Context: an optimization exercise on an open-source flow, tuned for small area. The choices shown serve that exercise and are no tape-out recipe. Only simulation tests tie the RTL to the original design; equivalence was not proved. No activity file was given, so power comes from the tool's default toggle rates.

== rev 12 ==
==> flow/design.v <==
`timescale 1ns / 1ps
module fir2n #(parameter WIDTH_DATA = 8, parameter N_TAPS = 16, parameter LOG2_N_TAPS = 4, parameter WIDTH_COEF0 = 8, parameter WIDTH_MAC_OUT = 8)(
    input clk, rst,
    input [WIDTH_DATA-1:0] din,
    output reg [WIDTH_MAC_OUT-1:0] dout
    );
    reg [4:0] cnt;           
    reg       flush;         
    wire [3:0] ph = cnt[3:0];
    always @(posedge clk) begin
        if (rst) begin
            cnt <= 5'd0;
            flush <= 1'b1;
        end else begin
            cnt <= cnt + 5'd1;
            if (cnt == 5'd31) flush <= 1'b0;
        end
    end
    reg [7:0] e1;
    reg [7:0] l1 [0:16];
    reg [7:0] l2 [0:14];
    integer i;
    always @(posedge clk) begin
        l2[0] <= (flush | ph == 4'd13) ? l1[15] : l2[14];
        l2[1] <= (ph == 4'd15) ? din : l2[0];
        for (i = 2; i < 15; i = i + 1) l2[i] <= l2[i-1];
        if (ph == 4'd13) e1 <= l2[14];
        l1[0] <= flush ? 8'd0 : l1[16];
        for (i = 1; i < 16; i = i + 1) l1[i] <= l1[i-1];
        l1[16] <= (ph == 4'd13) ? e1 : l1[15];
    end
    reg [7:0] a, nb;
    wire first = (ph == 4'd15);
    wire [7:0] a0 = first ? 8'd0 : a;
    wire [7:0] s1 = a0 ^ l1[0] ^ l2[0];
    wire [7:0] c1 = (a0 & l1[0]) | (a0 & l2[0]) | (l1[0] & l2[0]);
    wire [7:0] sa, ca;
    wire [7:0] x2 = {c1[6:0], 1'b0};
    assign sa = s1 ^ x2 ^ {ca[6:0], 1'b0};
    assign ca = (s1 & x2) | (s1 & {ca[6:0], 1'b0}) | (x2 & {ca[6:0], 1'b0});
    wire [7:0] sb, cb;
    assign sb = nb ^ a ^ {cb[6:0], 1'b0};
    assign cb = (nb & a) | (nb & {cb[6:0], 1'b0}) | (a & {cb[6:0], 1'b0});
    always @(posedge clk) begin
        a <= sa;
        nb <= first ? 8'hff : sb;
    end
    wire [7:0] y = {a[3:0] + ~nb[7:4], ~nb[3:0]};
    always @(posedge clk) begin
        if (rst)
            dout <= 8'd0;
        else if (first)
            dout <= flush ? 8'd0 : y;
    end
endmodule
==> flow/config.mk <==
export PLATFORM = sky130hd
export DESIGN_NAME = fir2n
export DESIGN_NICKNAME = fir2n
export VERILOG_FILES = /design/flow/design.v
export SDC_FILE = /design/flow/constraint.sdc
export NUM_CORES = 4
export LEC_CHECK = 0
export CAP_MARGIN = 20
export CORE_MARGIN = 2
export CORE_UTILIZATION = 70
export SLEW_MARGIN = 20
==> flow/constraint.sdc <==
create_clock -name core_clock -period 4.5 [get_ports {clk}]
set_input_delay 0.9000 -clock core_clock [delete_from_list [all_inputs] [get_ports {clk}]]
set_output_delay 0.9000 -clock core_clock [all_outputs]
set_load 0.01 [all_outputs]
standard.sh (not shown) runs the stock make flow with config.mk's settings and CLKGATE_MAP_FILE= SYNTH_SCRIPT=/design/flow/synth_recipe.tcl, a recipe that flattens the netlist after the stock synthesis.
==> flow/flow/run.sh <==
#!/bin/bash
# Standard layout, with small port buffers, no CTS dummy loads and power (size) recovery.
bash standard.sh BUFFER_PORTS_ARGS="-buffer_cell sky130_fd_sc_hd__buf_1" RECOVER_POWER=100 \
  CTS_ARGS="-sink_clustering_enable -repair_clock_nets -dont_use_dummy_load -buf_list sky130_fd_sc_hd__clkbuf_16 -sink_clustering_size 35 -sink_clustering_max_diameter 60" \
  finish > standard.log 2>&1
Inputs modified between rev 12 and rev 13:
diff --git a/flow/design.v b/flow/design.v
--- a/flow/design.v
+++ b/flow/design.v
@@ -15,20 +15,21 @@
             cnt <= cnt + 5'd1;
             if (cnt == 5'd31) flush <= 1'b0;
         end
     end
-    reg [7:0] e1;
+    reg [7:0] e0, e1;
     reg [7:0] l1 [0:16];
     reg [7:0] l2 [0:14];
     integer i;
     always @(posedge clk) begin
+        if (ph == 4'd15) begin
+            e0 <= din;
+            e1 <= e0;
+        end
+        l1[0] <= flush ? 8'd0 : (ph == 4'd14 ? e1 : l1[16]);
+        for (i = 1; i < 17; i = i + 1) l1[i] <= l1[i-1];
         l2[0] <= (flush | ph == 4'd13) ? l1[15] : l2[14];
-        l2[1] <= (ph == 4'd15) ? din : l2[0];
-        for (i = 2; i < 15; i = i + 1) l2[i] <= l2[i-1];
-        if (ph == 4'd13) e1 <= l2[14];
-        l1[0] <= flush ? 8'd0 : l1[16];
-        for (i = 1; i < 16; i = i + 1) l1[i] <= l1[i-1];
-        l1[16] <= (ph == 4'd13) ? e1 : l1[15];
+        for (i = 1; i < 15; i = i + 1) l2[i] <= l2[i-1];
     end
     reg [7:0] a, nb;
     wire first = (ph == 4'd15);
     wire [7:0] a0 = first ? 8'd0 : a;
## What came out
The number of global-route vias before repair in rev 13 sits 36 above the value recorded for rev 12. From rev 12 to rev 13 the numbers moved as follows: power dissipated by switching net loads rose 1.9%; total wirelength of the detailed-routed design now smaller. Rev 13 supports a lower top clock frequency than rev 12. In the flow results for rev 12 and rev 13, the layout cell share with drive strength beyond 1 is smaller on rev 13. Rev 13 against rev 12: global-route usage shows a reduction of 0.46 points; final routed wire length divided by cell count went up by about 0.35%. Rev 12 has a lower fraction of the cycle the final worst path needs than rev 13. Rev 13 leaves less setup margin than rev 12. Total chip power: rev 13 worse than rev 12. On final layout net count: rev 13 sits below rev 12.

[afterwards: timing with drivers on the ports]
How much do the figures lean on ideal ports? The routed layouts below were timed once more, with nothing changed but the port constraints. Step 1 assumes that a clkbuf_16 drives the clock port and a buf_2 every other input. Step 2, shift: input delay + t, output delay - t, t = (earliest + latest rising clock arrival at the registers) / 2. This alone moves slack from input paths to output paths. Three values: no drivers, after step 1, after step 2; two values: the first two.
run | t (ns) | setup WS [ns] | worst setup path after step 2 | latest minus earliest clock arrival (ns) | worst slew at a driven data input, ns
rev 12 | 0.495 | 0.262 / 0.262 / 0.262 | register to register | 0.045 / 0.044 | 0.03
rev 13 | 0.475 | 0.236 / 0.236 / 0.236 | register to register | 0.072 / 0.072 | 0.04
After both steps every run listed still meets setup and hold.
